What follows belongs to an exercise in optimizing a design on an open flow for small area; a production flow would make more cautious choices.
Only simulation tests tie the RTL to the original design; equivalence was not proved.
No activity file was given, so power comes from the tool's default toggle rates.

$ cat flow/constraint.sdc
create_clock -name core_clock -period 15.0 [get_ports {clk}]
set_input_delay 3.0000 -clock core_clock [delete_from_list [all_inputs] [get_ports {clk}]]
set_output_delay 3.0000 -clock core_clock [all_outputs]
set_load 0.01 [all_outputs]
$ cat flow/config.mk
export PLATFORM = sky130hd
export DESIGN_NAME = opl2
export DESIGN_NICKNAME = opl2
export VERILOG_FILES = /design/flow/design.v
export SDC_FILE = /design/flow/constraint.sdc
export NUM_CORES = 8
export LEC_CHECK = 0
export ABC_AREA = 1
export CAP_MARGIN = 20
export CORE_MARGIN = 2
export CORE_UTILIZATION = 55
export CTS_BUF_LIST = sky130_fd_sc_hd__clkbuf_16
export CTS_CLUSTER_DIAMETER = 120
export CTS_CLUSTER_SIZE = 28
export PLACE_DENSITY = 0.7
export SLEW_MARGIN = 20
$ cat flow/design.v
`timescale 1ns / 1ps
module opl3_log_sine_lut (
    input wire [7:0] theta,
    output reg [11:0] out
);
    always @*
        case (theta)
            8'h0: out = 2137;
            8'h1: out = 1731;
            8'h2: out = 1543;
            8'h3: out = 1419;
            8'h4: out = 1326;
            8'h5: out = 1252;
            8'h6: out = 1190;
            8'h7: out = 1137;
            8'h8: out = 1091;
            8'h9: out = 1050;
            8'ha: out = 1013;
            8'hb: out = 979;
            8'hc: out = 949;
            8'hd: out = 920;
            8'he: out = 894;
            8'hf: out = 869;
            8'h10: out = 846;
            8'h11: out = 825;
            8'h12: out = 804;
            8'h13: out = 785;
            8'h14: out = 767;
            8'h15: out = 749;
            8'h16: out = 732;
            8'h17: out = 717;
            8'h18: out = 701;
            8'h19: out = 687;
            8'h1a: out = 672;
            8'h1b: out = 659;
            8'h1c: out = 646;
            8'h1d: out = 633;
            8'h1e: out = 621;
            8'h1f: out = 609;
            8'h20: out = 598;
            8'h21: out = 587;
            8'h22: out = 576;
            8'h23: out = 566;
            8'h24: out = 556;
            8'h25: out = 546;
            8'h26: out = 536;
            8'h27: out = 527;
            8'h28: out = 518;
            8'h29: out = 509;
            8'h2a: out = 501;
            8'h2b: out = 492;
            8'h2c: out = 484;
            8'h2d: out = 476;
            8'h2e: out = 468;
            8'h2f: out = 461;
            8'h30: out = 453;
            8'h31: out = 446;
            8'h32: out = 439;
            8'h33: out = 432;
            8'h34: out = 425;
            8'h35: out = 418;
            8'h36: out = 411;
            8'h37: out = 405;
            8'h38: out = 399;
            8'h39: out = 392;
            8'h3a: out = 386;
            8'h3b: out = 380;
            8'h3c: out = 375;
            8'h3d: out = 369;
            8'h3e: out = 363;
            8'h3f: out = 358;
            8'h40: out = 352;
            8'h41: out = 347;
            8'h42: out = 341;
            8'h43: out = 336;
            8'h44: out = 331;
            8'h45: out = 326;
            8'h46: out = 321;
            8'h47: out = 316;
            8'h48: out = 311;
            8'h49: out = 307;
            8'h4a: out = 302;
            8'h4b: out = 297;
            8'h4c: out = 293;
            8'h4d: out = 289;
            8'h4e: out = 284;
            8'h4f: out = 280;
            8'h50: out = 276;
            8'h51: out = 271;
            8'h52: out = 267;
            8'h53: out = 263;
            8'h54: out = 259;
            8'h55: out = 255;
            8'h56: out = 251;
            8'h57: out = 248;
            8'h58: out = 244;
            8'h59: out = 240;
            8'h5a: out = 236;
            8'h5b: out = 233;
            8'h5c: out = 229;
            8'h5d: out = 226;
            8'h5e: out = 222;
            8'h5f: out = 219;
            8'h60: out = 215;
            8'h61: out = 212;
            8'h62: out = 209;
            8'h63: out = 205;
            8'h64: out = 202;
            8'h65: out = 199;
            8'h66: out = 196;
            8'h67: out = 193;
            8'h68: out = 190;
            8'h69: out = 187;
            8'h6a: out = 184;
            8'h6b: out = 181;
            8'h6c: out = 178;
            8'h6d: out = 175;
            8'h6e: out = 172;
            8'h6f: out = 169;
            8'h70: out = 167;
            8'h71: out = 164;
            8'h72: out = 161;
            8'h73: out = 159;
            8'h74: out = 156;
            8'h75: out = 153;
            8'h76: out = 151;
            8'h77: out = 148;
            8'h78: out = 146;
            8'h79: out = 143;
            8'h7a: out = 141;
            8'h7b: out = 138;
            8'h7c: out = 136;
            8'h7d: out = 134;
            8'h7e: out = 131;
            8'h7f: out = 129;
            8'h80: out = 127;
            8'h81: out = 125;
            8'h82: out = 122;
            8'h83: out = 120;
            8'h84: out = 118;
            8'h85: out = 116;
            8'h86: out = 114;
            8'h87: out = 112;
            8'h88: out = 110;
            8'h89: out = 108;
            8'h8a: out = 106;
            8'h8b: out = 104;
            8'h8c: out = 102;
            8'h8d: out = 100;
            8'h8e: out = 98;
            8'h8f: out = 96;
            8'h90: out = 94;
            8'h91: out = 92;
            8'h92: out = 91;
            8'h93: out = 89;
            8'h94: out = 87;
            8'h95: out = 85;
            8'h96: out = 83;
            8'h97: out = 82;
            8'h98: out = 80;
            8'h99: out = 78;
            8'h9a: out = 77;
            8'h9b: out = 75;
            8'h9c: out = 74;
            8'h9d: out = 72;
            8'h9e: out = 70;
            8'h9f: out = 69;
            8'ha0: out = 67;
            8'ha1: out = 66;
            8'ha2: out = 64;
            8'ha3: out = 63;
            8'ha4: out = 62;
            8'ha5: out = 60;
            8'ha6: out = 59;
            8'ha7: out = 57;
            8'ha8: out = 56;
            8'ha9: out = 55;
            8'haa: out = 53;
            8'hab: out = 52;
            8'hac: out = 51;
            8'had: out = 49;
            8'hae: out = 48;
            8'haf: out = 47;
            8'hb0: out = 46;
            8'hb1: out = 45;
            8'hb2: out = 43;
            8'hb3: out = 42;
            8'hb4: out = 41;
            8'hb5: out = 40;
            8'hb6: out = 39;
            8'hb7: out = 38;
            8'hb8: out = 37;
            8'hb9: out = 36;
            8'hba: out = 35;
            8'hbb: out = 34;
            8'hbc: out = 33;
            8'hbd: out = 32;
            8'hbe: out = 31;
            8'hbf: out = 30;
            8'hc0: out = 29;
            8'hc1: out = 28;
            8'hc2: out = 27;
            8'hc3: out = 26;
            8'hc4: out = 25;
            8'hc5: out = 24;
            8'hc6: out = 23;
            8'hc7: out = 23;
            8'hc8: out = 22;
            8'hc9: out = 21;
            8'hca: out = 20;
            8'hcb: out = 20;
            8'hcc: out = 19;
            8'hcd: out = 18;
            8'hce: out = 17;
            8'hcf: out = 17;
            8'hd0: out = 16;
            8'hd1: out = 15;
            8'hd2: out = 15;
            8'hd3: out = 14;
            8'hd4: out = 13;
            8'hd5: out = 13;
            8'hd6: out = 12;
            8'hd7: out = 12;
            8'hd8: out = 11;
            8'hd9: out = 10;
            8'hda: out = 10;
            8'hdb: out = 9;
            8'hdc: out = 9;
            8'hdd: out = 8;
            8'hde: out = 8;
            8'hdf: out = 7;
            8'he0: out = 7;
            8'he1: out = 7;
            8'he2: out = 6;
            8'he3: out = 6;
            8'he4: out = 5;
            8'he5: out = 5;
            8'he6: out = 5;
            8'he7: out = 4;
            8'he8: out = 4;
            8'he9: out = 4;
            8'hea: out = 3;
            8'heb: out = 3;
            8'hec: out = 3;
            8'hed: out = 2;
            8'hee: out = 2;
            8'hef: out = 2;
            8'hf0: out = 2;
            8'hf1: out = 1;
            8'hf2: out = 1;
            8'hf3: out = 1;
            8'hf4: out = 1;
            8'hf5: out = 1;
            8'hf6: out = 1;
            8'hf7: out = 1;
            8'hf8: out = 0;
            8'hf9: out = 0;
            8'hfa: out = 0;
            8'hfb: out = 0;
            8'hfc: out = 0;
            8'hfd: out = 0;
            8'hfe: out = 0;
            8'hff: out = 0;
            default: out = 0;
        endcase
endmodule
`timescale 1ns / 1ps
module opl3_exp_lut (
    input wire [7:0] in,
    output reg [9:0] out
);
    always @*
        case (in)
            8'h0: out = 0;
            8'h1: out = 3;
            8'h2: out = 6;
            8'h3: out = 8;
            8'h4: out = 11;
            8'h5: out = 14;
            8'h6: out = 17;
            8'h7: out = 20;
            8'h8: out = 22;
            8'h9: out = 25;
            8'ha: out = 28;
            8'hb: out = 31;
            8'hc: out = 34;
            8'hd: out = 37;
            8'he: out = 40;
            8'hf: out = 42;
            8'h10: out = 45;
            8'h11: out = 48;
            8'h12: out = 51;
            8'h13: out = 54;
            8'h14: out = 57;
            8'h15: out = 60;
            8'h16: out = 63;
            8'h17: out = 66;
            8'h18: out = 69;
            8'h19: out = 72;
            8'h1a: out = 75;
            8'h1b: out = 78;
            8'h1c: out = 81;
            8'h1d: out = 84;
            8'h1e: out = 87;
            8'h1f: out = 90;
            8'h20: out = 93;
            8'h21: out = 96;
            8'h22: out = 99;
            8'h23: out = 102;
            8'h24: out = 105;
            8'h25: out = 108;
            8'h26: out = 111;
            8'h27: out = 114;
            8'h28: out = 117;
            8'h29: out = 120;
            8'h2a: out = 123;
            8'h2b: out = 126;
            8'h2c: out = 130;
            8'h2d: out = 133;
            8'h2e: out = 136;
            8'h2f: out = 139;
            8'h30: out = 142;
            8'h31: out = 145;
            8'h32: out = 148;
            8'h33: out = 152;
            8'h34: out = 155;
            8'h35: out = 158;
            8'h36: out = 161;
            8'h37: out = 164;
            8'h38: out = 168;
            8'h39: out = 171;
            8'h3a: out = 174;
            8'h3b: out = 177;
            8'h3c: out = 181;
            8'h3d: out = 184;
            8'h3e: out = 187;
            8'h3f: out = 190;
            8'h40: out = 194;
            8'h41: out = 197;
            8'h42: out = 200;
            8'h43: out = 204;
            8'h44: out = 207;
            8'h45: out = 210;
            8'h46: out = 214;
            8'h47: out = 217;
            8'h48: out = 220;
            8'h49: out = 224;
            8'h4a: out = 227;
            8'h4b: out = 231;
            8'h4c: out = 234;
            8'h4d: out = 237;
            8'h4e: out = 241;
            8'h4f: out = 244;
            8'h50: out = 248;
            8'h51: out = 251;
            8'h52: out = 255;
            8'h53: out = 258;
            8'h54: out = 262;
            8'h55: out = 265;
            8'h56: out = 268;
            8'h57: out = 272;
            8'h58: out = 276;
            8'h59: out = 279;
            8'h5a: out = 283;
            8'h5b: out = 286;
            8'h5c: out = 290;
            8'h5d: out = 293;
            8'h5e: out = 297;
            8'h5f: out = 300;
            8'h60: out = 304;
            8'h61: out = 308;
            8'h62: out = 311;
            8'h63: out = 315;
            8'h64: out = 318;
            8'h65: out = 322;
            8'h66: out = 326;
            8'h67: out = 329;
            8'h68: out = 333;
            8'h69: out = 337;
            8'h6a: out = 340;
            8'h6b: out = 344;
            8'h6c: out = 348;
            8'h6d: out = 352;
            8'h6e: out = 355;
            8'h6f: out = 359;
            8'h70: out = 363;
            8'h71: out = 367;
            8'h72: out = 370;
            8'h73: out = 374;
            8'h74: out = 378;
            8'h75: out = 382;
            8'h76: out = 385;
            8'h77: out = 389;
            8'h78: out = 393;
            8'h79: out = 397;
            8'h7a: out = 401;
            8'h7b: out = 405;
            8'h7c: out = 409;
            8'h7d: out = 412;
            8'h7e: out = 416;
            8'h7f: out = 420;
            8'h80: out = 424;
            8'h81: out = 428;
            8'h82: out = 432;
            8'h83: out = 436;
            8'h84: out = 440;
            8'h85: out = 444;
            8'h86: out = 448;
            8'h87: out = 452;
            8'h88: out = 456;
            8'h89: out = 460;
            8'h8a: out = 464;
            8'h8b: out = 468;
            8'h8c: out = 472;
            8'h8d: out = 476;
            8'h8e: out = 480;
            8'h8f: out = 484;
            8'h90: out = 488;
            8'h91: out = 492;
            8'h92: out = 496;
            8'h93: out = 501;
            8'h94: out = 505;
            8'h95: out = 509;
            8'h96: out = 513;
            8'h97: out = 517;
            8'h98: out = 521;
            8'h99: out = 526;
            8'h9a: out = 530;
            8'h9b: out = 534;
            8'h9c: out = 538;
            8'h9d: out = 542;
            8'h9e: out = 547;
            8'h9f: out = 551;
            8'ha0: out = 555;
            8'ha1: out = 560;
            8'ha2: out = 564;
            8'ha3: out = 568;
            8'ha4: out = 572;
            8'ha5: out = 577;
            8'ha6: out = 581;
            8'ha7: out = 585;
            8'ha8: out = 590;
            8'ha9: out = 594;
            8'haa: out = 599;
            8'hab: out = 603;
            8'hac: out = 607;
            8'had: out = 612;
            8'hae: out = 616;
            8'haf: out = 621;
            8'hb0: out = 625;
            8'hb1: out = 630;
            8'hb2: out = 634;
            8'hb3: out = 639;
            8'hb4: out = 643;
            8'hb5: out = 648;
            8'hb6: out = 652;
            8'hb7: out = 657;
            8'hb8: out = 661;
            8'hb9: out = 666;
            8'hba: out = 670;
            8'hbb: out = 675;
            8'hbc: out = 680;
            8'hbd: out = 684;
            8'hbe: out = 689;
            8'hbf: out = 693;
            8'hc0: out = 698;
            8'hc1: out = 703;
            8'hc2: out = 708;
            8'hc3: out = 712;
            8'hc4: out = 717;
            8'hc5: out = 722;
            8'hc6: out = 726;
            8'hc7: out = 731;
            8'hc8: out = 736;
            8'hc9: out = 741;
            8'hca: out = 745;
            8'hcb: out = 750;
            8'hcc: out = 755;
            8'hcd: out = 760;
            8'hce: out = 765;
            8'hcf: out = 770;
            8'hd0: out = 774;
            8'hd1: out = 779;
            8'hd2: out = 784;
            8'hd3: out = 789;
            8'hd4: out = 794;
            8'hd5: out = 799;
            8'hd6: out = 804;
            8'hd7: out = 809;
            8'hd8: out = 814;
            8'hd9: out = 819;
            8'hda: out = 824;
            8'hdb: out = 829;
            8'hdc: out = 834;
            8'hdd: out = 839;
            8'hde: out = 844;
            8'hdf: out = 849;
            8'he0: out = 854;
            8'he1: out = 859;
            8'he2: out = 864;
            8'he3: out = 869;
            8'he4: out = 874;
            8'he5: out = 880;
            8'he6: out = 885;
            8'he7: out = 890;
            8'he8: out = 895;
            8'he9: out = 900;
            8'hea: out = 906;
            8'heb: out = 911;
            8'hec: out = 916;
            8'hed: out = 921;
            8'hee: out = 927;
            8'hef: out = 932;
            8'hf0: out = 937;
            8'hf1: out = 942;
            8'hf2: out = 948;
            8'hf3: out = 953;
            8'hf4: out = 959;
            8'hf5: out = 964;
            8'hf6: out = 969;
            8'hf7: out = 975;
            8'hf8: out = 980;
            8'hf9: out = 986;
            8'hfa: out = 991;
            8'hfb: out = 996;
            8'hfc: out = 1002;
            8'hfd: out = 1007;
            8'hfe: out = 1013;
            8'hff: out = 1018;
            default: out = 0;
        endcase
endmodule
`timescale 1ns / 1ps
module opl2(
  clk,
  reset,
  opl2_we,
  opl2_data,
  opl2_adr,
  kon,
  channel_a,
  channel_b,
  sample_clk,
  sample_clk_128
  );
  input         clk;
  input         reset;
  input         opl2_we;
  input [7:0]   opl2_data;
  input [7:0]   opl2_adr;
  output [8:0]  kon;
  output signed [15:0] channel_a;
  output signed [15:0] channel_b;
  output sample_clk;
  output sample_clk_128;
  localparam [1:0]
    RELEASE = 2'b00,
    ATTACK  = 2'b01,
    DECAY   = 2'b10,
    SUSTAIN = 2'b11;
  localparam RAND_POLYNOMIAL = 'h800302;
  localparam TREMOLO_MAX_COUNT = 13*1024;
  reg [8:0] kon;
  reg signed [15:0] channel_a;
  reg signed [15:0] channel_b;
  reg sample_clk;
  reg sample_clk_128;
  genvar i;
  reg [9:0] cntr;
  reg sample_clk_en;
  always @(posedge clk)
    if (reset) begin
      cntr <= 10'd0;
      sample_clk_en <= 1'b0;
      sample_clk <= 1'b0;
    end else begin
      cntr <= cntr == 10'd813 ? 10'd0 : cntr + 1'b1;
      sample_clk_en <= cntr == 10'd0;
      sample_clk <= ~cntr[9];
      sample_clk_128 <= ~cntr[0];
    end
  reg [7:0] ma0 [0:8];
  reg [5:0] mb0 [0:8];
  reg [5:0] mc0 [0:8];
  reg [7:0] mbd;
  reg       m08;
  wire [7:0] wdata = reset ? 8'd0 : opl2_data;
  generate
    for (i = 0; i < 9; i = i + 1) begin: mch
      always @(posedge clk) begin
        if (reset || (opl2_we && opl2_adr == 8'ha0 + i)) ma0[i] <= wdata;
        if (reset || (opl2_we && opl2_adr == 8'hb0 + i)) mb0[i] <= wdata[5:0];
        if (reset || (opl2_we && opl2_adr == 8'hc0 + i)) mc0[i] <= wdata[5:0];
      end
    end
  endgenerate
  always @(posedge clk) begin
    if (reset || (opl2_we && opl2_adr == 8'hbd)) mbd <= wdata;
    if (reset || (opl2_we && opl2_adr == 8'h08)) m08 <= wdata[6];
  end
  reg [9:0] sfnum [0:8];
  reg [2:0] sblock [0:8];
  reg [8:0] scha;
  reg [8:0] schb;
  reg [2:0] sfb [0:8];
  reg [8:0] scnt;
  reg [7:0] sbd;
  reg       nts;
  reg [2:0] ch0_old;    
  generate
    for (i = 0; i < 9; i = i + 1) begin: sch
      always @(posedge clk)
        if (sample_clk_en) begin
          sfnum[i] <= {mb0[i][1:0], ma0[i]};
          sblock[i] <= mb0[i][4:2];
          schb[i] <= mc0[i][5];
          scha[i] <= mc0[i][4];
          sfb[i] <= mc0[i][3:1];
          scnt[i] <= mc0[i][0];
        end
      always @(posedge clk)
        if (reset)
          kon[i] <= 1'b0;
        else if (sample_clk_en)
          kon[i] <= mb0[i][5];
    end
  endgenerate
  always @(posedge clk)
    if (sample_clk_en) begin
      sbd <= mbd;
      nts <= m08;
      ch0_old <= {scha[0], schb[0], scnt[0]};
    end
  wire dam = sbd[7];
  wire dvb = sbd[6];
  wire ryt = sbd[5];
  wire bd  = sbd[4];
  wire sd  = sbd[3];
  wire tom = sbd[2];
  wire tc  = sbd[1];
  wire hh  = sbd[0];
  reg [4:0] rpos;        
  reg req;               
  reg act;               
  reg vB;
  reg fresh;             
  wire start = (sample_clk_en | req) & (rpos == 5'd17);
  wire fin = act & (rpos == 5'd17);
  always @(posedge clk)
    if (reset) begin
      rpos <= 5'd0;
      req <= 1'b0;
      act <= 1'b0;
      vB <= 1'b0;
      fresh <= 1'b1;
    end else begin
      rpos <= (rpos == 5'd17) ? 5'd0 : rpos + 1'b1;
      req <= start ? 1'b0 : (req | sample_clk_en);
      if (start)
        act <= 1'b1;
      else if (fin)
        act <= 1'b0;
      vB <= act;
      if (fin)
        fresh <= 1'b0;
    end
  reg [33:0] mr [0:17];
  reg [33:0] sr [0:17];
  wire [4:0] w_off = opl2_adr[4:0];
  wire [4:0] w_op = w_off - {2'b00, w_off[4:3], 1'b0};
  wire w_valid = opl2_we && (w_off[2:0] <= 3'd5) && (w_off[4:3] != 2'd3);
  reg [4:0] w_fld;
  always @ *
    case (opl2_adr[7:5])
    3'd1: w_fld = 5'b00001;
    3'd2: w_fld = 5'b00010;
    3'd3: w_fld = 5'b00100;
    3'd4: w_fld = 5'b01000;
    3'd7: w_fld = 5'b10000;
    default: w_fld = 5'b00000;
    endcase
  wire [5:0] w_d = {1'b0, rpos} + 6'd1 - {1'b0, w_op};
  wire [5:0] w_pos = w_d[5] ? w_d + 6'd18 : (w_d == 6'd18 ? 6'd0 : w_d);
  generate
    for (i = 0; i < 18; i = i + 1) begin: opring
      localparam PREV = (i + 17) % 18;
      wire hit = w_valid && w_pos == i;
      wire [4:0] wen = {5{reset}} | ({5{hit}} & w_fld);
      always @(posedge clk) begin
        mr[i][7:0]   <= wen[0] ? wdata : mr[PREV][7:0];
        mr[i][15:8]  <= wen[1] ? wdata : mr[PREV][15:8];
        mr[i][23:16] <= wen[2] ? wdata : mr[PREV][23:16];
        mr[i][31:24] <= wen[3] ? wdata : mr[PREV][31:24];
        mr[i][33:32] <= wen[4] ? wdata[1:0] : mr[PREV][33:32];
        sr[i] <= sample_clk_en ? mr[PREV] : sr[PREV];
      end
    end
  endgenerate
  reg [13:0] tremolo_index;
  reg [12:0] vibrato_index;    
  reg [23:0] rand_num;
  always @(posedge clk)
    if (reset) begin
      tremolo_index <= 14'd0;
      vibrato_index <= 13'd1;
      rand_num <= 24'd1;
    end else begin
      if (start) begin
        if (tremolo_index == TREMOLO_MAX_COUNT - 1)
          tremolo_index <= 0;
        else
          tremolo_index <= tremolo_index + 1'b1;
        if (rand_num & 1)
          rand_num <= (rand_num ^ RAND_POLYNOMIAL) >> 1;
        else
          rand_num <= rand_num >> 1;
      end
      if (act)
        vibrato_index <= vibrato_index + 1'b1;
    end
  wire [5:0] am_val_tmp0 = tremolo_index >> 8;
  wire [5:0] am_val_tmp1 = (am_val_tmp0 > 26) ? (2*26 + ~am_val_tmp0) : am_val_tmp0;
  wire [4:0] am_val = dam ? am_val_tmp1 : am_val_tmp1 >> 2;
  reg [8:0] k1;          
  reg [8:0] k2;          
  reg [2:0] q0;          
  reg [2:0] q1;
  reg bd0;
  reg hh0, hh1, sd0, sd1, tom0, tom1, tc0, tc1;
  always @(posedge clk)
    if (reset) begin
      k1 <= 9'd0;
      k2 <= 9'd0;
      q0 <= 3'd0;
      q1 <= 3'd0;
      bd0 <= 1'b0;
      hh0 <= 1'b0; hh1 <= 1'b0;
      sd0 <= 1'b0; sd1 <= 1'b0;
      tom0 <= 1'b0; tom1 <= 1'b0;
      tc0 <= 1'b0; tc1 <= 1'b0;
    end else if (fin) begin
      k1 <= kon;
      k2 <= k1;
      if (!ryt) begin
        q0 <= kon[8:6];
        q1 <= q0;
      end else begin
        bd0 <= bd;
        hh0 <= hh; hh1 <= hh0;
        sd0 <= sd; sd1 <= sd0;
        tom0 <= tom; tom1 <= tom0;
        tc0 <= tc; tc1 <= tc0;
      end
    end
  reg [1:0]  r_st  [0:17];
  reg [8:0]  r_env [0:17];
  reg [14:0] r_cnt [0:17];
  reg [19:0] r_pa  [0:17];
  reg [12:0] r_out [0:17];
  reg [12:0] r_fb2 [0:8];
  wire [4:0] op = rpos;
  reg [3:0] ch;
  reg is_mod;
  always @ *
    case (op)
    5'd0:  begin ch = 4'd0; is_mod = 1'b1; end
    5'd1:  begin ch = 4'd1; is_mod = 1'b1; end
    5'd2:  begin ch = 4'd2; is_mod = 1'b1; end
    5'd3:  begin ch = 4'd0; is_mod = 1'b0; end
    5'd4:  begin ch = 4'd1; is_mod = 1'b0; end
    5'd5:  begin ch = 4'd2; is_mod = 1'b0; end
    5'd6:  begin ch = 4'd3; is_mod = 1'b1; end
    5'd7:  begin ch = 4'd4; is_mod = 1'b1; end
    5'd8:  begin ch = 4'd5; is_mod = 1'b1; end
    5'd9:  begin ch = 4'd3; is_mod = 1'b0; end
    5'd10: begin ch = 4'd4; is_mod = 1'b0; end
    5'd11: begin ch = 4'd5; is_mod = 1'b0; end
    5'd12: begin ch = 4'd6; is_mod = 1'b1; end
    5'd13: begin ch = 4'd7; is_mod = 1'b1; end
    5'd14: begin ch = 4'd8; is_mod = 1'b1; end
    5'd15: begin ch = 4'd6; is_mod = 1'b0; end
    5'd16: begin ch = 4'd7; is_mod = 1'b0; end
    default: begin ch = 4'd8; is_mod = 1'b0; end
    endcase
  wire [7:0] p20 = sr[0][7:0];
  wire [7:0] p40 = sr[0][15:8];
  wire [7:0] p60 = sr[0][23:16];
  wire [7:0] p80 = sr[0][31:24];
  wire [1:0] ws = sr[0][33:32];
  wire am   = p20[7];
  wire vib  = p20[6];
  wire egt  = p20[5];
  wire ksr  = p20[4];
  wire [3:0] mult = p20[3:0];
  wire [1:0] ksl = p40[7:6];
  wire [5:0] tl  = p40[5:0];
  wire [3:0] ar = p60[7:4];
  wire [3:0] dr = p60[3:0];
  wire [3:0] sl = p80[7:4];
  wire [3:0] rr = p80[3:0];
  wire [9:0] fnum = sfnum[ch];
  wire [2:0] block = sblock[ch];
  wire [2:0] fb = sfb[ch];
  wire cnt_c = scnt[ch];
  wire kon_c = kon[ch];
  wire k1_c = k1[ch];
  wire k2_c = k2[ch];
  wire op_bd = ryt && (op == 5'd12 || op == 5'd15);
  wire op_hh = ryt && op == 5'd13;
  wire op_tt = ryt && op == 5'd14;
  wire op_sd = ryt && op == 5'd16;
  wire op_tc = ryt && op == 5'd17;
  wire [1:0]  st0  = fresh ? RELEASE : r_st[0];
  wire [8:0]  env0 = fresh ? 9'd511 : r_env[0];
  wire [14:0] cnt0 = fresh ? 15'd0 : r_cnt[0];
  wire [19:0] pa0  = fresh ? 20'd0 : r_pa[0];
  wire [12:0] out_old = fresh ? 13'd0 : r_out[0];
  wire [12:0] fb2_old = fresh ? 13'd0 : r_fb2[0];
  wire [19:0] pa17 = fresh ? 20'd0 : r_pa[14];   
  wire [19:0] pa13 = r_pa[4];                    
  reg off_old, off_new, rhy_old, rhy_new;
  always @ * begin
    if (ch < 4'd6) begin
      off_old = !k1_c && k2_c;
      off_new = !kon_c && k1_c;
    end else begin
      off_old = !q0[ch - 4'd6] && q1[ch - 4'd6];
      off_new = ryt ? off_old : (!kon_c && q0[ch - 4'd6]);
    end
    rhy_old = 1'b0;
    rhy_new = 1'b0;
    if (ryt)
      case (op)
      5'd12: rhy_new = bd && !bd0;
      5'd15: rhy_old = bd && !bd0;
      5'd13: begin rhy_old = hh0 && !hh1; rhy_new = hh && !hh0; end
      5'd14: begin rhy_old = tom0 && !tom1; rhy_new = tom && !tom0; end
      5'd16: begin rhy_old = sd0 && !sd1; rhy_new = sd && !sd0; end
      5'd17: begin rhy_old = tc0 && !tc1; rhy_new = tc && !tc0; end
      default: ;
      endcase
  end
  wire kon_old = (k1_c && !k2_c) || rhy_old;
  wire kon_new = (kon_c && !k1_c) || rhy_new;
  reg [1:0] next_state;
  always @ *
    case (st0)
    ATTACK: next_state = env0 == 0 ? DECAY : ATTACK;
    DECAY: next_state = (env0 >> 4) >= sl ? SUSTAIN : DECAY;
    SUSTAIN: next_state = !egt ? RELEASE : SUSTAIN;
    default: next_state = RELEASE;
    endcase
  wire [1:0] s1 = kon_old ? ATTACK : off_old ? RELEASE : next_state;
  wire [1:0] s2 = kon_new ? ATTACK : off_new ? RELEASE : s1;
  function [3:0] req_rate;
    input [1:0] s;
    input [3:0] ar, dr, rr;
    case (s)
    ATTACK: req_rate = ar;
    DECAY: req_rate = dr;
    SUSTAIN: req_rate = 0;
    default: req_rate = rr;
    endcase
  endfunction
  wire [7:0] rate_tmp0 = nts ? fnum[8] : fnum[9];
  wire [7:0] rate_tmp1 = rate_tmp0 | (block << 1);
  wire [7:0] rate_tmp2 = ksr ? rate_tmp1 : rate_tmp1 >> 2;
  function [17:0] rate_inc;
    input [3:0] requested_rate;
    input [7:0] rate_tmp2;
    reg [7:0] requested_rate_shifted;
    reg [7:0] effective_rate;
    reg [7:0] rate_value;
    reg [1:0] rof;
    begin
      requested_rate_shifted = requested_rate << 2;
      effective_rate = (rate_tmp2 + requested_rate_shifted > 60) ?
       60 : rate_tmp2 + requested_rate_shifted;
      rate_value = effective_rate >> 2;
      rof = effective_rate[1:0];
      rate_inc = (4 | rof) << rate_value;
    end
  endfunction
  wire [3:0] rate1 = req_rate(s1, ar, dr, rr);
  wire [3:0] rate2 = req_rate(s2, ar, dr, rr);
  wire [17:0] inc1 = rate_inc(rate1, rate_tmp2);
  wire [17:0] inc2 = rate_inc(rate2, rate_tmp2);
  wire [14:0] cnt1 = (rate1 != 0) ? cnt0 + inc1[14:0] : cnt0;
  wire [17:0] overflow_tmp = cnt1 + inc2;
  wire [7:0] rate_counter_overflow = overflow_tmp >> 15;
  reg [8:0] env1;
  always @ *
    if (s2 == ATTACK && rate_counter_overflow != 0 && env0 != 0)
      env1 = env0 - (((env0 * rate_counter_overflow) >> 3) + 1);
    else if (s2 == DECAY || s2 == RELEASE)
      if (env0 + rate_counter_overflow > 511)
        env1 = 511;
      else
        env1 = env0 + rate_counter_overflow;
    else
      env1 = env0;
  reg [3:0] mult_adj;
  always @ *
    case (mult)
    'h0: mult_adj = 1;
    'h1: mult_adj = 1;
    'h2: mult_adj = 2;
    'h3: mult_adj = 3;
    'h4: mult_adj = 4;
    'h5: mult_adj = 5;
    'h6: mult_adj = 6;
    'h7: mult_adj = 7;
    'h8: mult_adj = 8;
    'h9: mult_adj = 9;
    'hA: mult_adj = 10;
    'hB: mult_adj = 10;
    'hC: mult_adj = 12;
    'hD: mult_adj = 12;
    'hE: mult_adj = 15;
    default: mult_adj = 15;
    endcase
  wire [13:0] fnum_mult = fnum * mult_adj;
  wire [19:0] fnum_mult_sh = fnum_mult << block;
  wire signed [19:0] post_mult = (mult == 0) ? fnum_mult_sh >> 1 : fnum_mult_sh;
  wire [9:0] delta0 = fnum >> 7;
  wire [9:0] delta1 = ((vibrato_index >> 10) & 3) == 3 ? delta0 >> 1 : delta0;
  wire [9:0] delta2 = !dvb ? delta1 >> 1 : delta1;
  wire signed [9:0] vib_val = ((vibrato_index >> 10) & 4) != 0 ? ~delta2 : delta2;
  wire signed [19:0] phase_inc = vib ? post_mult + vib_val : post_mult;
  wire [9:0] upper_current_phase = pa0 >> 10;
  reg [9:0] friend_phase;
  always @ *
    if (op_hh)
      friend_phase = pa17 >> 10;
    else if (op_tc)
      friend_phase = pa13 >> 10;
    else
      friend_phase = 0;
  wire [9:0] phase_bit =
   (((upper_current_phase & 'h88) ^ ((upper_current_phase << 5) & 'h80)) |
   ((friend_phase ^ (friend_phase << 2)) & 'h20)) ? 'h02 : 'h00;
  reg [9:0] noise_bit;
  always @ *
    if (op_hh)
      noise_bit = rand_num[0] << 1;
    else if (op_sd)
      noise_bit = rand_num[0] << 8;
    else
      noise_bit = 0;
  reg [19:0] rhythm_phase;
  always @ *
    if (op_hh)
      rhythm_phase = ((phase_bit << 8) | ('h34 << (phase_bit ^ noise_bit))) << 10;
    else if (op_sd)
      rhythm_phase = (('h100 + (upper_current_phase & 'h100)) ^ noise_bit) << 10;
    else if (op_tc)
      rhythm_phase = ((1 + phase_bit) << 8) << 10;
    else
      rhythm_phase = pa0;
  wire use_feedback = is_mod && !((op == 5'd13 || op == 5'd14) && ryt);
  wire signed [12:0] fb1_s = out_old;
  wire signed [12:0] fb2_s = (op == 5'd0) ? out_old : fb2_old;
  reg signed [21:0] feedback_result_p0;
  always @ *
    if (fb == 0)
      feedback_result_p0 = 0;
    else
      feedback_result_p0 = ((fb1_s + fb2_s) <<< fb);
  wire signed [12:0] feedback_result = feedback_result_p0 >>> 9;
  wire carrier_mod_off = cnt_c || (ryt && (op == 5'd16 || op == 5'd17));
  wire [12:0] modulation = use_feedback ? feedback_result :
   (!is_mod && !carrier_mod_off) ? r_out[3] : 13'd0;
  wire rhythmic = op_hh || op_sd || op_tc;
  wire [19:0] pa_sum = pa0 + phase_inc;
  wire [9:0] fp_base = (rhythmic ? rhythm_phase[19:10] : pa_sum[19:10]) + (rhythmic ? phase_inc[19:10] : 10'd0);
  wire [19:0] pa1 = kon_new ? 20'd0 : pa_sum;
  wire [9:0] final_phase_hi = kon_new ? 10'd0 : fp_base + modulation[9:0];
  reg [6:0] rom_out;
  always @ *
    case (fnum >> 6)
    0: rom_out = 0;
    1: rom_out = 32;
    2: rom_out = 40;
    3: rom_out = 45;
    4: rom_out = 48;
    5: rom_out = 51;
    6: rom_out = 53;
    7: rom_out = 55;
    8: rom_out = 56;
    9: rom_out = 58;
    10: rom_out = 59;
    11: rom_out = 60;
    12: rom_out = 61;
    13: rom_out = 62;
    14: rom_out = 63;
    default: rom_out = 64;
    endcase
  wire signed [7:0] ksl_tmp0 = block - 8;
  wire signed [7:0] ksl_tmp1 = rom_out + (ksl_tmp0 << 3);
  reg [7:0] ksl_add;
  always @ *
    case (ksl)
    0: ksl_add = 0;
    1: ksl_add = ksl_tmp1 <= 0 ? 0 : ksl_tmp1 << 1;
    2: ksl_add = ksl_tmp1 <= 0 ? 0 : ksl_tmp1;
    default: ksl_add = ksl_tmp1 <= 0 ? 0 : ksl_tmp1 << 2;
    endcase
  wire [10:0] env_offs = (tl << 2) + ksl_add + (am ? am_val : 5'd0);
  reg incl;
  always @ *
    if (op == 5'd15)
      incl = ryt ? cnt_c : 1'b1;
    else if (op == 5'd12)
      incl = ryt ? !cnt_c : cnt_c;
    else if (op == 5'd13 || op == 5'd14)
      incl = cnt_c || ryt;
    else if (op == 5'd0)
      incl = ch0_old[0];
    else
      incl = is_mod ? cnt_c : 1'b1;
  wire cha_c = (ch == 4'd0) ? ch0_old[2] : scha[ch];
  wire chb_c = (ch == 4'd0) ? ch0_old[1] : schb[ch];
  wire signed [17:0] out_old_ext = fb1_s;
  reg signed [17:0] acc_a;
  reg signed [17:0] acc_b;
  wire signed [17:0] add_a = (act && incl && cha_c) ? out_old_ext : 18'sd0;
  wire signed [17:0] add_b = (act && incl && chb_c) ? out_old_ext : 18'sd0;
  always @(posedge clk) begin
    acc_a <= (start ? 18'sd0 : acc_a) + add_a;
    acc_b <= (start ? 18'sd0 : acc_b) + add_b;
  end
  always @(posedge clk)
    if (sample_clk_en) begin
      if (acc_a > 2**15 - 1)
        channel_a <= 2**15 - 1;
      else if (acc_a < -2**15)
        channel_a <= -2**15;
      else
        channel_a <= acc_a;
      if (acc_b > 2**15 - 1)
        channel_b <= 2**15 - 1;
      else if (acc_b < -2**15)
        channel_b <= -2**15;
      else
        channel_b <= acc_b;
    end
  reg [9:0] b_phase;       
  reg [9:0] b_offs;
  reg [1:0] b_ws;
  reg b_shl;
  always @(posedge clk) begin
    b_phase <= final_phase_hi;
    b_offs <= env_offs[9:0];
    b_ws <= ws;
    b_shl <= op_hh || op_tt || op_sd || op_tc;
  end
  wire [11:0] log_sin_out;
  opl3_log_sine_lut log_sine_lut_inst (
    .theta(b_phase[8] ? ~b_phase[7:0] : b_phase[7:0]),
    .out(log_sin_out)
  );
  wire signed [10:0] env_tmp = r_env[1] + b_offs;
  reg [8:0] env;
  always @ *
    if (env_tmp < 0)
      env = 0;
    else if (env_tmp > 511)
      env = 511;
    else
      env = env_tmp;
  wire [12:0] log_sin_plus_gain = log_sin_out + (env << 3);
  wire [9:0] exp_out;
  opl3_exp_lut exp_lut_inst (
    .in(~log_sin_plus_gain[7:0]),
    .out(exp_out)
  );
  wire [12:0] tmp_out0 = (2**10 + exp_out) << 1;
  reg signed [12:0] tmp_out1;
  always @ *
    if (b_phase[9])
      tmp_out1 = ~(tmp_out0 >> log_sin_plus_gain[12:8]);
    else
      tmp_out1 = tmp_out0 >> log_sin_plus_gain[12:8];
  wire signed [12:0] tmp_ws2 = tmp_out1 < 0 ? ~tmp_out1 : tmp_out1;
  reg signed [12:0] tmp_out2;
  always @ *
    case (b_ws)
    0: tmp_out2 = tmp_out1;
    1: tmp_out2 = tmp_out1 < 0 ? 0 : tmp_out1;
    2: tmp_out2 = tmp_ws2;
    default: tmp_out2 = b_phase[8] ? 0 : tmp_ws2;
    endcase
  wire [12:0] op_out = b_shl ? tmp_out2 << 1 : tmp_out2;
  always @(posedge clk) begin
    r_st[1]  <= act ? s2 : r_st[0];
    r_env[1] <= act ? env1 : r_env[0];
    r_cnt[1] <= act ? cnt1 : r_cnt[0];
    r_pa[1]  <= act ? pa1 : r_pa[0];
    r_out[1] <= r_out[0];
    r_out[2] <= vB ? op_out : r_out[1];
    r_fb2[1] <= (act && is_mod) ? out_old : r_fb2[0];
    r_st[0]  <= r_st[17];
    r_env[0] <= r_env[17];
    r_cnt[0] <= r_cnt[17];
    r_pa[0]  <= r_pa[17];
    r_out[0] <= r_out[17];
    r_fb2[0] <= r_fb2[8];
    r_out[3] <= r_out[2];
  end
  generate
    for (i = 2; i < 18; i = i + 1) begin: ring
      always @(posedge clk) begin
        r_st[i]  <= r_st[i-1];
        r_env[i] <= r_env[i-1];
        r_cnt[i] <= r_cnt[i-1];
        r_pa[i]  <= r_pa[i-1];
      end
      if (i > 3) begin: ro
        always @(posedge clk)
          r_out[i] <= r_out[i-1];
      end
    end
    for (i = 2; i < 9; i = i + 1) begin: fring
      always @(posedge clk)
        r_fb2[i] <= r_fb2[i-1];
    end
  endgenerate
endmodule
$ cat flow/run.sh
#!/bin/bash
# synth_recipe.tcl (not shown) runs the flow's synth.tcl, then flattens the netlist and writes it again
# the make line also repeats each setting of config.mk as NAME=value (left out here)
make -C /OpenROAD-flow-scripts/flow DESIGN_CONFIG=/design/flow/config.mk WORK_HOME=/design/flow/orfs CLKGATE_MAP_FILE= SYNTH_SCRIPT=/design/flow/synth_recipe.tcl finish
==> reports/metrics.csv, run 1 <==
stage,metric,value,unit
min_path,hold_class,register to register,
yosys,ys_seq_area_share,62.9,%
finish,nNetsFinal,11000,
cts,cts-resized-gates,0,
setup_path,path_buf_inv,8,
setup_path,setup.worst_path.start_class,register,
yosys,syn-num-nets,11100,
cts,cts_tree,built,
cts,cts_setup_buffers,0,
route,ant_nets,0,
global_route,grt_first_pass_wirelength,372000,um
cts,numCtsBuffers,117,
placed_design,dp_cells,13000,
setup_path,r2r-end,r_env[1][7]$_DFF_P_,
die,rows,157,
yosys,ys.flop_type,dfxtp_1,
yosys,synthArstFlopShare,0,%
cts,htree_levels,3,
min_path,worstHoldPathCells,0,
flow_run,drv_cap,0,
min_path,hold_path_startpoint,r_st[6][1]$_DFF_P_,
cts,cts_root_buffer,clkbuf_16,
placed_design,routabilityCongestion,0.894,
global_route,grt_usage,25.1,%
global_route,grt_pass1_vias,65800,
setup_path,reg2reg_slack,1860,ps
cts,clk_pin_slew,110,ps
finish,fillers,15800,
die,die-area,188000,um^2
run_status,status,finished clean,
sta,fmax,76.1,MHz
setup_path,r2r-start,ch[0]$_DFF_P_,
yosys,synth_area,102000,um^2
placed_design,numPortBuffers,61,
sta,worst_slew_pin_slew,1200,ps
yosys,avgSynthCellArea,9.41,um^2
sta,fin_crit_sh,87.6,%
yosys,ys_seq_elements,2986,
setup_path,crit_type,register to register,
placed_design,dp_hpwl,163000,um
setup_path,cp_max_fo,17,
route,drc,0,
route,wl_per_cell,18.1,um
die,pin_count,62,
min_path,hold_path_end,r_st[7][1]$_DFF_P_,
cts,cts_sinks,2986,
cts,cts.path.max_buffers,3,
finish,syn2layout_area_growth,6.14,%
yosys,synth_warnings,17,
setup_path,worstPathArrival,13820,ps
die,die_w,434,um
sta,setup-violations-final,0,
sta,grt_setup_unrepaired,no,
route,totalWireLength,238000,um
die,core-area,183000,um^2
finish,utilization,58.8,%
sta,hold_viol_final,0,
sta,fin_crit,13140,ps
route,drtIter0Drc,6044,
cts,clkLatencyLatePin,860,ps
route,firstDrtPassIters,8,
setup_path,r2r_cells,66,
global_route,grt_max_degree,199,
setup_path,cp-end-kind,register,
pwr,vdd_ir_drop_max,0.396,mV
pwr,p_total,22.8,mW
die,die_y,434,um
setup_path,required,15680,ps
setup_path,slowest_delay,810,ps
yosys,synth.distinct_cells,78,
route,vias_per_cell,5.26,
finish,drive_above_1_share,3.69,%
sta,slew_violations,0,
global_route,antenna_found_initial,5,
die,start_util,55.4,%
yosys,syn-instance-count,10800,
sta,finalSetupTns,0,ps
sta,clock_skew,67.3,ps
route,vias,69100,
global_route,grt-ovfl-total,0,
yosys,synth_edf_count,405,
sta,relSlewSlack,19.9,%
setup_path,critPathSlowestCell,dfxtp_1,
finish,stdcell_count,13100,
pwr,power.leakage,46.2,nW
pwr,power.density,212,nW/um^2
cts,cts_hold_buf,0,
setup_path,crit_family,simple AND/OR/NAND/NOR gates,
[cells in the mapped netlist (all sizes together), types with 19 or more instances]
cell type / number / area share, %
o21ai: 1184 / 5.8
buf: 36 / 0.17
o211ai: 45 / 0.34
o22ai: 41 / 0.25
a211oi: 30 / 0.22
nor2: 608 / 2.3
o31ai: 19 / 0.14
inv: 744 / 2.8
nand3: 277 / 1.4
xnor2: 45 / 0.39
o221ai: 24 / 0.21
xor2: 124 / 1.1
nor3: 50 / 0.26
ha: 279 / 3.4
a221oi: 26 / 0.22
nand4: 46 / 0.29
clkbuf: 403 / 1.5
a21oi: 353 / 1.7
dfxtp: 2581 / 51
clkinv: 19 / 0.070
o21bai: 20 / 0.15
edfxtp: 405 / 12
a31oi: 39 / 0.26
fa: 52 / 1.0
or2: 22 / 0.14
nand2: 3197 / 12
a22o: 21 / 0.18
[report_power, final]
part	internal (mW)	switching, mW
logic	3.14	6.98
registers	8.72	0.255
clock network	1.43	2.31
[layout make-up]
class / instances / area (um^2) / share of cell area [%]
Clock inverter: 34 / 235 / 0.218
Timing Repair Buffer: 172 / 1450 / 1.35
Sequential cell: 2986 / 63800 / 59.2
Multi-Input combinational cell: 6604 / 33300 / 30.9
Tap cell: 2464 / 3080 / 2.86
Inverter: 763 / 2880 / 2.67
Antenna cell: 1 / 2.50 / 0.00232
Clock buffer: 117 / 2930 / 2.72
[worst register-to-register path: cells and delay by family, from the launching register on]
family	cells	cell delay (ps)
XOR/XNOR	3	560
flip-flops	1	810
buffers and inverters	8	1390
adder cells (fa/ha/maj)	9	3100
AND/OR/NAND/NOR	30	3940
AO/OA/AOI/OAI	16	3190
[logic make-up after synthesis]
| family | Yosys count | synth area share, % |
|---|---|---|
| muxes | 7 | 0.0690 |
| and+or+nand+nor | 4233 | 16.6 |
| xor gates and xnor gates | 169 | 1.46 |
| AOI/OAI and AO/OA | 1864 | 10.1 |
| buffers and inverters | 1202 | 4.49 |
| DFF | 2986 | 62.9 |
| adders and majority gates | 331 | 4.46 |
[registers in the layout, summed over array words and instances (netlist names), 72 cells and up]
register	count
ma0	72
sfnum	90
r_env	162
r_pa	360
r_out	234
sr	612
r_fb2	117
r_cnt	270
mr	612
[per-layer routing]
layer	vias up	GRT usage (%)	routed length [um]	part of all wire, %
met3	364	3.13	11900	5.0
met5	-	0	0	0
met4	0	7.11	6830	2.9
met1	32600	35.4	111000	47
met2	1708	40.7	108000	45
li1	34500	-	-	-
[placed cells by master, fill, tap and decap left out, types with 24 or more instances in the layout]
| cell type | count |
|---|---|
| a211oi_1 | 30 |
| a21oi_1 | 334 |
| a221oi_1 | 26 |
| a31oi_1 | 33 |
| buf_4 | 108 |
| clkbuf_16 | 117 |
| clkdlybuf4s50_1 | 60 |
| dfxtp_1 | 2578 |
| edfxtp_1 | 405 |
| fa_1 | 51 |
| ha_1 | 279 |
| inv_1 | 751 |
| nand2_1 | 3163 |
| nand2_2 | 28 |
| nand3_1 | 265 |
| nand4_1 | 45 |
| nor2_1 | 588 |
| nor3_1 | 44 |
| o211ai_1 | 44 |
| o21ai_0 | 1157 |
| o21ai_1 | 25 |
| o221ai_1 | 24 |
| o22ai_1 | 41 |
| xnor2_1 | 45 |
| xor2_1 | 123 |
[worst max path at each step]
| stage | from | end | depth (start not counted) |
|---|---|---|---|
| 6_report | ch[0]$_DFF_P_ | r_env[1][7]$_DFF_P_ | 66 |
| 5_1_grt | ch[0]$_DFF_P_ | r_env[1][7]$_DFF_P_ | 65 |
| 4_1_cts | ch[0]$_DFF_P_ | r_env[1][7]$_DFF_P_ | 64 |
| 3_5_place_dp | ch[0]$_DFF_P_ | r_env[1][7]$_DFF_P_ | 66 |
| 3_3_place_gp | ch[0]$_DFF_P_ | r_env[1][7]$_DFF_P_ | 66 |
| 2_1_floorplan | fresh$_SDFFE_PP1P_ | r_env[1][8]$_DFF_P_ | 79 |
[metrics by stage]
stage	hold slack (ps)	instance area, um^2	worst slack, ps
global route	318	108000	556
CTS	311	108000	1890
finish	301	108000	1860
global placement	310	104000	2100
detailed placement	312	105000	1970
floorplan	310	102000	4450
==> run 2, diff against run 1 <==
--- a/flow/config.mk
+++ b/flow/config.mk
@@ -10,7 +10,7 @@
 export CORE_MARGIN = 2
 export CORE_UTILIZATION = 55
 export CTS_BUF_LIST = sky130_fd_sc_hd__clkbuf_16
-export CTS_CLUSTER_DIAMETER = 120
-export CTS_CLUSTER_SIZE = 28
+export CTS_CLUSTER_DIAMETER = 100
+export CTS_CLUSTER_SIZE = 30
 export PLACE_DENSITY = 0.7
 export SLEW_MARGIN = 20
==> run 2 against run 1 <==
  * Still clean
  * Flip-flop and latch count unchanged
  * Cell count about the same
  * Sequential power about the same
  * Critical endpoint unchanged
==> reports/metrics.csv, run 2 <==
stage,metric,value,unit
yosys,ys_seq_area_share,62.9,%
cts,cts_tree,built,
placed_design,dp_hpwl,163000,um
placed_design,dp_cells,13000,
cts,cts_hold_buf,0,
route,totalWireLength,238000,um
sta,setup_ws,1920,ps
finish,syn2layout_area_growth,6.13,%
setup_path,cp_max_fo,17,
min_path,hold_class,register to register,
yosys,synthTopCellsByCount,"nand2_1, dfxtp_1, o21ai_0",
die,rows,157,
setup_path,crit_family,simple AND/OR/NAND/NOR gates,
route,firstDrtPassIters,7,
global_route,grt_first_pass_wirelength,372000,um
finish,final_common_cell,nand2_1,
yosys,synth_area,102000,um^2
cts,cts.path.max_buffers,3,
cts,cts_sinks,2986,
cts,cts-resized-gates,0,
finish,drive_above_1_share,3.68,%
sta,fin_crit,13080,ps
global_route,grt-ovfl-total,0,
sta,grt_setup_unrepaired,no,
route,vias_per_cell,5.26,
global_route,grt_max_degree,199,
setup_path,critPathSlowestCell,dfxtp_1,
setup_path,path_buf_inv,8,
sta,worst_slew_pin_slew,1290,ps
yosys,synth_edf_count,405,
pwr,p_total,22.8,mW
sta,relSlewSlack,13.3,%
die,start_util,55.4,%
finish,top_regs,"mr (612), sr (612), r_pa (360)",
yosys,syn-num-nets,11100,
pwr,power.density,212,nW/um^2
placed_design,dpl_cell_area,105000,um^2
yosys,synth_area_leaders,"dfxtp_1, edfxtp_1, nand2_1",
cts,cts_setup_buffers,0,
yosys,yosysTopAreaCellShare,50.9,%
run_status,status,finished clean,
sta,fin_hold_ws,325,ps
finish,stdcell_count,13100,
die,pin_count,62,
sta,fin_crit_sh,87.2,%
setup_path,crit_type,register to register,
finish,nNetsFinal,11000,
finish,final_area,108000,um^2
die,core-area,183000,um^2
setup_path,slowest_delay,810,ps
finish,utilization,58.8,%
placed_design,post-place-ws,1970,ps
flow_run,drv_cap,0,
setup_path,worstPathArrival,13770,ps
yosys,ys_seq_elements,2986,
global_route,grt_usage,25.1,%
pwr,vdd_ir_drop_max,0.399,mV
cts,numCtsBuffers,112,
die,die_y,434,um
placed_design,routabilityCongestion,0.894,
yosys,ys.flop_type,dfxtp_1,
placed_design,numPortBuffers,61,
yosys,syn-instance-count,10800,
yosys,synth.distinct_cells,78,
sta,clock_skew,51.8,ps
setup_path,cp-end-kind,register,
route,wl_per_cell,18.1,um
cts,cts_root_buffer,clkbuf_16,
pwr,power.leakage,46.2,nW
global_route,grt_pass1_vias,65600,
global_route,antenna_found_initial,4,
die,die-area,188000,um^2
route,drc,0,
setup_path,setup.worst_path.start_class,register,
yosys,synth.largest_area_cell,dfxtp_1,
sta,hold_viol_final,0,
setup_path,required,15690,ps
die,die_w,434,um
finish,layout_common_cells,"nand2_1, dfxtp_1, o21ai_0",
cts,clkLatencyLatePin,840,ps
yosys,avgSynthCellArea,9.41,um^2
sta,finalSetupTns,0,ps
cts,htree_levels,3,
yosys,yosysMostFrequentCell,nand2_1,
yosys,synth_warnings,17,
cts,clk_pin_slew,110,ps
finish,fillers,15700,
sta,slew_violations,0,
route,ant_nets,0,
sta,fmax,76.5,MHz
yosys,synthArstFlopShare,0,%
sta,setup-violations-final,0,
route,drtIter0Drc,6006,
route,vias,69100,
## run 2: cell type report
| type | instances | area, um^2 | area share, % |
|---|---|---|---|
| clock buffer | 112 | 2800 | 2.60 |
| multi-input combinational | 6604 | 33300 | 30.9 |
| clock inverter | 35 | 350 | 0.325 |
| antenna | 2 | 5.00 | 0.00464 |
| inverter | 763 | 2880 | 2.67 |
| tap | 2464 | 3080 | 2.86 |
| sequential | 2986 | 63800 | 59.2 |
| timing repair buffer | 172 | 1450 | 1.35 |
## run 2: routing by layer
metal | global-route usage (%) | share of wire [%] | vias to the layer above
met1 | 35.5 | 47 | 32500
li1 | - | - | 34500
met5 | 0 | 0 | -
met4 | 7.13 | 2.9 | 0
met3 | 2.89 | 5.0 | 343
met2 | 40.6 | 45 | 1806
## run 2: kinds of logic after synthesis
family,count (synthesis),share of synthesized area [%]
compound gates,1864,10.1
buf+inv,1202,4.49
flops,2986,62.9
simple gates,4233,16.6
xor+xnor,169,1.46
mux,7,0.0690
fa+ha+maj,331,4.46
## run 2: worst reg2reg max path, delay by kind of cell (launching register included)
| kind | cells | cell delay (ps) |
|---|---|---|
| XOR/XNOR | 3 | 560 |
| flip-flops | 1 | 810 |
| AO/OA/AOI/OAI | 16 | 3190 |
| adder cells (fa/ha/maj) | 9 | 3100 |
| buffers and inverters | 8 | 1390 |
| AND/OR/NAND/NOR | 30 | 3920 |
## run 2: power by group
part	total, mW	switching [mW]	internal [mW]
logic	10.1	6.98	3.14
clock network	3.72	2.32	1.40
registers	8.97	0.255	8.72
total	22.8	9.55	13.3
## run 2: worst paths after layout
check	startpoint	to	slack, ps	cells past startpoint
worst max-delay path	ch[0]$_DFF_P_	r_env[1][7]$_DFF_P_	1920	66
worst max register to register	ch[0]$_DFF_P_	r_env[1][7]$_DFF_P_	1920	66
worst min register to register	r_env[3][7]$_DFF_P_	r_env[4][7]$_DFF_P_	320	0
worst min-delay path	r_env[3][7]$_DFF_P_	r_env[4][7]$_DFF_P_	320	0
==> run 3, diff against run 2 <==
--- a/flow/config.mk
+++ b/flow/config.mk
@@ -5,7 +5,6 @@
 export SDC_FILE = /design/flow/constraint.sdc
 export NUM_CORES = 8
 export LEC_CHECK = 0
-export ABC_AREA = 1
 export CAP_MARGIN = 20
 export CORE_MARGIN = 2
 export CORE_UTILIZATION = 55
==> run 3 against run 2 <==
  * Still clean on timing, DRC and antenna
  * Final area rose by 5.6%
  * Synthesized area grew 5.8%
  * Clock skew increased by 12 ps
  * Register-to-register slack lost 620 ps
  * Flip-flop and latch count is the same
  * Routed wire length increased by 5.4%
  * Hold slack lost 7.7 ps
  * Fmax fell by 4.6%
  * First-iteration DRC count down 11%
  * Cell count decreased by 9.9%
  * Die area grew 5.8%
  * Utilization is 0.32 points lower
  * Largest power group is now registers
  * Highest routed layer is now met5
==> reports/metrics.csv, run 3 <==
stage,metric,value,unit
placed_design,numPortBuffers,61,
die,die_y,446,um
setup_path,worstPathArrival,14380,ps
finish,final_common_cell,dfxtp_1,
sta,fmax,73.0,MHz
pwr,power.density,177,nW/um^2
setup_path,r2r_cells,59,
route,ant_nets,0,
sta,slew_violations,0,
setup_path,crit_path_frequent_cell,o21ai_0,
placed_design,routabilityCongestion,0.945,
pwr,power.leakage,44.6,nW
global_route,antenna_found_initial,5,
die,pin_count,62,
cts,cts_sinks,2986,
yosys,syn-num-nets,9815,
sta,fin_crit,13700,ps
setup_path,worstSetupStartpoint,ch[0]$_DFF_P_,
yosys,yosysMostFrequentCell,dfxtp_1,
sta,grt_setup_unrepaired,no,
sta,setup-violations-final,0,
sta,finalSetupTns,0,ps
cts,cts_setup_buffers,0,
route,wl_per_cell,21.2,um
die,die_w,446,um
min_path,hold_class,register to register,
pwr,vdd_ir_drop_max,0.263,mV
sta,relSlewSlack,20.4,%
finish,nNetsFinal,9608,
yosys,synth_area_leaders,"dfxtp_1, edfxtp_1, mux2_2",
min_path,worstHoldPathCells,0,
finish,stdcell_count,11800,
finish,layout_common_cells,"dfxtp_1, nor2_1, mux2i_1",
route,totalWireLength,251000,um
yosys,synth.distinct_cells,109,
yosys,yosysTopAreaCellShare,48.1,%
yosys,synth_warnings,17,
placed_design,dp_hpwl,168000,um
global_route,grt_pass1_vias,65200,
cts,numCtsBuffers,114,
sta,worst_slew_pin_slew,1160,ps
global_route,grt_usage,24.7,%
finish,seq_area,63800,um^2
yosys,synth.largest_area_cell,dfxtp_1,
cts,cts.path.max_buffers,3,
cts,cts_hold_buf,0,
min_path,hold_path_end,r_pa[6][2]$_DFF_P_,
run_status,status,finished clean,
yosys,avgSynthCellArea,11.4,um^2
sta,fin_crit_sh,91.4,%
finish,drive_above_1_share,11.4,%
min_path,hold_path_startpoint,r_pa[5][2]$_DFF_P_,
cts,clkLatencyLatePin,850,ps
route,vias_per_cell,5.61,
yosys,synthTopCellsByCount,"dfxtp_1, nor2_1, mux2i_1",
die,core-area,195000,um^2
setup_path,slowest_delay,880,ps
yosys,ys_seq_elements,2986,
cts,clk_pin_slew,110,ps
setup_path,crit_type,register to register,
placed_design,post-place-ws,1510,ps
route,drtIter0Drc,5347,
global_route,grt-ovfl-total,0,
yosys,synthArstFlopShare,0,%
setup_path,setup.worst_path.start_class,register,
global_route,grt_first_pass_wirelength,387000,um
setup_path,cp-end-kind,register,
sta,setup_ws,1300,ps
finish,top_regs,"mr (612), sr (612), r_pa (360)",
finish,fillers,16000,
yosys,synth_area,107000,um^2
setup_path,required,15680,ps
placed_design,dp_cells,11700,
setup_path,cp_max_fo,28,
finish,utilization,58.5,%
die,start_util,55.2,%
global_route,grt_max_degree,236,
route,vias,66400,
cts,htree_levels,3,
setup_path,reg2reg_slack,1300,ps
flow_run,drv_cap,0,
cts,cts_tree,built,
sta,hold_viol_final,0,
sta,clock_skew,63.9,ps
setup_path,r2r-end,r_env[1][8]$_DFF_P_,
yosys,ys.flop_type,dfxtp_1,
setup_path,critPathSlowestCell,dfxtp_2,
yosys,syn-instance-count,9465,
yosys,synth_edf_count,405,
cts,cts_root_buffer,clkbuf_16,
setup_path,r2r-start,ch[0]$_DFF_P_,
die,rows,162,
sta,fin_hold_ws,317,ps
cts,cts-resized-gates,0,
finish,syn2layout_area_growth,5.90,%
route,drc,0,
yosys,ys_seq_area_share,59.4,%
route,firstDrtPassIters,7,
finish,multi_input_area,40800,um^2
die,die-area,199000,um^2
run 3: cell types whose count changed in the layout (fill, tap and decap cells not counted), sizes merged, moves of 473 or more:
cell and change:
nand2 -2579, o21ai -853, mux2i +723, mux2 +654
nor2 +585, inv -473
run 3: worst max path at each step:
stage                     endpoint  slack [ps]  cells after the start
2_1_floorplan  r_env[1][8]$_DFF_P_        3300                     67
3_3_place_gp   r_env[1][8]$_DFF_P_        1700                     60
3_5_place_dp   r_env[1][8]$_DFF_P_        1510                     59
4_1_cts        r_env[1][8]$_DFF_P_        1390                     59
5_1_grt        r_env[1][8]$_DFF_P_          40                     60
6_report       r_env[1][8]$_DFF_P_        1300                     59
run 3: metrics by stage:
step,power (mW),instance area (um^2)
final,20.1,114000
after global routing,21.1,114000
after CTS,20.1,114000
after detailed placement,16.3,110000
after global placement,16.4,110000
after floorplan,13.9,107000
run 3: final cells by class:
cell class	count	share of cell area, %
clock inverter	30	0.274
inverter	285	0.940
antenna	2	0.00440
multi-input combinational	5690	35.9
clock buffer	120	2.64
tap	2542	2.80
timing repair buffer	181	1.35
sequential	2986	56.1
run 3: kinds of logic after synthesis:
logic type | Yosys count | share of synthesized area, %
flops | 2986 | 59.4
mux | 1404 | 14.1
xor+xnor | 213 | 1.74
compound gates | 1333 | 8.02
buf+inv | 789 | 2.82
simple gates | 2409 | 9.71
fa+ha+maj | 331 | 4.22
run 3: per-layer routing:
metal / global-route usage, % / wire length (um)
met5: 0 / 11
met1: 34.1 / 115000
met4: 7.94 / 8330
met2: 40.7 / 116000
met3: 2.83 / 10900
run 3: report_power, final:
| part | switching (mW) | internal (mW) | total [mW] | leakage [nW] |
|---|---|---|---|---|
| sequential | 0.0932 | 8.25 | 8.34 | 24.7 |
| clock | 2.35 | 1.47 | 3.82 | 1.67 |
| combinational | 5.34 | 2.64 | 7.98 | 18.2 |
run 3: critical path, delay by kind of cell, from the launching register on:
family	cells	cell delay (ps)
compound gates	21	4430
xor+xnor	3	690
fa+ha+maj	9	2720
buf+inv	5	530
flops	1	880
mux	3	1310
simple gates	18	2970
==> run 4, diff against run 3 <==
--- a/flow/config.mk
+++ b/flow/config.mk
@@ -5,11 +5,12 @@
 export SDC_FILE = /design/flow/constraint.sdc
 export NUM_CORES = 8
 export LEC_CHECK = 0
+export ABC_AREA = 1
 export CAP_MARGIN = 20
 export CORE_MARGIN = 2
 export CORE_UTILIZATION = 55
 export CTS_BUF_LIST = sky130_fd_sc_hd__clkbuf_16
 export CTS_CLUSTER_DIAMETER = 100
-export CTS_CLUSTER_SIZE = 30
+export CTS_CLUSTER_SIZE = 24
 export PLACE_DENSITY = 0.7
 export SLEW_MARGIN = 20
==> run 4 against run 3 <==
  * Still clean
  * Synthesized area decreased by 5.5%
  * Cell count up 11%
  * First-iteration DRC count up 13%
  * Power rose by 16%
  * Critical path depth up 7
  * Register-to-register slack better by 640 ps
  * Global-route usage is 0.50 points higher
  * Routed wire length shrank 4.7%
  * Final area is 4.6% lower
  * Hold slack got worse by 6.1 ps
  * Sequential share of layout area up 2.7 points
  * Die area shrank 5.5%
  * Critical path type unchanged
==> reports/metrics.csv, run 4 <==
stage,metric,value,unit
global_route,grt-ovfl-total,0,
route,firstDrtPassIters,7,
route,ant_nets,0,
die,start_util,55.4,%
sta,worst_slew_pin_slew,1200,ps
placed_design,routabilityCongestion,0.894,
route,drtIter0Drc,6051,
setup_path,required,15680,ps
yosys,syn-num-nets,11100,
sta,finalSetupTns,0,ps
yosys,synth_warnings,17,
sta,hold_viol_final,0,
setup_path,reg2reg_slack,1940,ps
sta,fmax,76.5,MHz
finish,multi_input_area,33300,um^2
cts,clk_pin_slew,100,ps
die,core-area,183000,um^2
route,vias,69400,
finish,nNetsFinal,11000,
route,vias_per_cell,5.27,
die,die_y,434,um
sta,slew_violations,0,
global_route,grt_pass1_vias,66300,
cts,clkLatencyLatePin,850,ps
sta,grt_setup_unrepaired,no,
setup_path,cp-end-kind,register,
global_route,grt_first_pass_wirelength,374000,um
yosys,yosysTopAreaCellShare,50.9,%
yosys,synth_area_leaders,"dfxtp_1, edfxtp_1, nand2_1",
die,rows,157,
cts,cts-resized-gates,0,
setup_path,path_buf_inv,8,
finish,seq_area,63800,um^2
cts,cts_root_buffer,clkbuf_16,
cts,cts_setup_buffers,0,
cts,numCtsBuffers,143,
route,drc,0,
sta,clock_skew,44.9,ps
sta,fin_crit,13060,ps
yosys,synth.largest_area_cell,dfxtp_1,
finish,top_regs,"mr (612), sr (612), r_pa (360)",
die,pin_count,62,
cts,cts_sinks,2986,
finish,stdcell_count,13200,
setup_path,crit_family,simple AND/OR/NAND/NOR gates,
setup_path,worstPathArrival,13740,ps
setup_path,r2r-start,ch[0]$_DFF_P_,
run_status,status,finished clean,
setup_path,r2r_cells,66,
yosys,synthTopCellsByCount,"nand2_1, dfxtp_1, o21ai_0",
sta,setup-violations-final,0,
placed_design,dp_hpwl,163000,um
sta,relSlewSlack,20.1,%
route,totalWireLength,239000,um
finish,layout_common_cells,"nand2_1, dfxtp_1, o21ai_0",
finish,syn2layout_area_growth,6.95,%
setup_path,crit_type,register to register,
placed_design,numPortBuffers,61,
die,die_w,434,um
yosys,synth_area,102000,um^2
cts,cts.path.max_buffers,3,
yosys,ys.flop_type,dfxtp_1,
sta,fin_crit_sh,87.1,%
pwr,power.leakage,46.6,nW
min_path,worstHoldPathCells,0,
setup_path,slowest_delay,800,ps
min_path,hold_class,register to register,
setup_path,setup.worst_path.start_class,register,
cts,cts_tree,built,
placed_design,dp_cells,13000,
min_path,hold_path_startpoint,r_out[3][11]$_DFF_P_,
global_route,antenna_found_initial,6,
yosys,yosysMostFrequentCell,nand2_1,
placed_design,post-place-ws,1970,ps
setup_path,critPathSlowestCell,dfxtp_1,
global_route,grt_max_degree,199,
flow_run,drv_cap,0,
die,die-area,188000,um^2
finish,fillers,15600,
setup_path,r2r-end,r_env[1][7]$_DFF_P_,
setup_path,cp_max_fo,17,
yosys,ys_seq_area_share,62.9,%
cts,cts_hold_buf,0,
route,wl_per_cell,18.1,um
min_path,hold_path_end,r_out[4][11]$_DFF_P_,
pwr,p_total,23.3,mW
finish,final_common_cell,nand2_1,
global_route,grt_usage,25.2,%
finish,drive_above_1_share,3.99,%
yosys,ys_seq_elements,2986,
yosys,synthArstFlopShare,0,%
cts,htree_levels,4,
yosys,avgSynthCellArea,9.41,um^2
pwr,power.density,214,nW/um^2
yosys,synth_edf_count,405,
pwr,vdd_ir_drop_max,0.396,mV
yosys,synth.distinct_cells,78,
sta,setup_ws,1940,ps
yosys,syn-instance-count,10800,
-- run 4: changes by cell type after synthesis, sizes merged, moves of 96 or more --
cell / before / now
nand2: 618 / 3197
o21ai: 331 / 1184
mux2i: 730 / 7
mux2: 654 / 0
nor2: 1193 / 608
inv: 279 / 744
nand3: 121 / 277
nor2b: 96 / 0
-- run 4: area by class of cell --
type	count	share of cell area, %
sequential	2986	58.8
multi-input combinational	6604	30.7
clock buffer	147	3.39
tap	2464	2.84
inverter	763	2.65
timing repair buffer	172	1.34
clock inverter	41	0.281
antenna	2	0.00461
-- run 4: stage by stage --
step / instance area, um^2 / util [%] / hold slack [ps]
after floorplan: 102000 / - / 310
after global placement: 104000 / 57.0 / 310
after detailed placement: 105000 / 57.1 / 312
final: 109000 / 59.3 / 311
after global routing: 109000 / 59.2 / 304
after CTS: 109000 / 59.2 / 309
-- run 4: logic make-up after synthesis --
family | Yosys count | synth area share, %
adder cells (fa/ha/maj) | 331 | 4.46
AND/OR/NAND/NOR | 4233 | 16.6
AO/OA/AOI/OAI | 1864 | 10.1
multiplexers | 7 | 0.0690
buffers and inverters | 1202 | 4.49
XOR/XNOR | 169 | 1.46
flip-flops | 2986 | 62.9
-- run 4: where the power goes --
group / internal, mW / leakage, nW / switching [mW]
logic: 3.14 / 19.6 / 7.00
clock network: 1.79 / 2.05 / 2.39
registers: 8.71 / 24.9 / 0.255
-- run 4: worst max-delay path by stage --
stage,start,endpoint,slack (ps),cells past startpoint
floorplan,fresh$_SDFFE_PP1P_,r_env[1][8]$_DFF_P_,4450,79
global placement,ch[0]$_DFF_P_,r_env[1][7]$_DFF_P_,2100,66
detailed placement,ch[0]$_DFF_P_,r_env[1][7]$_DFF_P_,1970,66
CTS,ch[0]$_DFF_P_,r_env[1][7]$_DFF_P_,1900,66
global route,ch[0]$_DFF_P_,r_env[1][7]$_DFF_P_,520,65
finish,ch[0]$_DFF_P_,r_env[1][7]$_DFF_P_,1940,66
-- run 4: metal layers --
layer | share of wire (%) | global-route usage [%] | up-vias
met5 | 0.011 | 0 | -
met4 | 3.1 | 8.03 | 4
met3 | 5.2 | 3.25 | 382
met2 | 45 | 40.7 | 1835
met1 | 46 | 35.3 | 32600
li1 | - | - | 34500

-- separate check: timing with driven ports --
How much do the figures lean on ideal ports? The routed layouts below were timed once more, with nothing changed but the port constraints. Step 1 sets driving cells, clkbuf_16 on the clock port and buf_2 on the other inputs (assumed; they add their load-dependent delay and slew). Step 2, shift: input delay + t, output delay - t, t = (earliest + latest rising clock arrival at the registers) / 2. This alone moves slack from input paths to output paths. a / b / c = ideal ports / drivers / drivers and shift; a / b = the first two.
run	t, ns	slack for setup (ns)	worst data-port slew with drivers (ns)
run 1	0.914	1.855 / 1.855 / 1.855	0.04
run 2	0.902	1.920 / 1.920 / 1.920	0.04
run 3	0.897	1.296 / 1.296 / 1.296	0.05
run 4	0.902	1.936 / 1.936 / 1.936	0.04
After both steps every run listed still meets setup and hold.
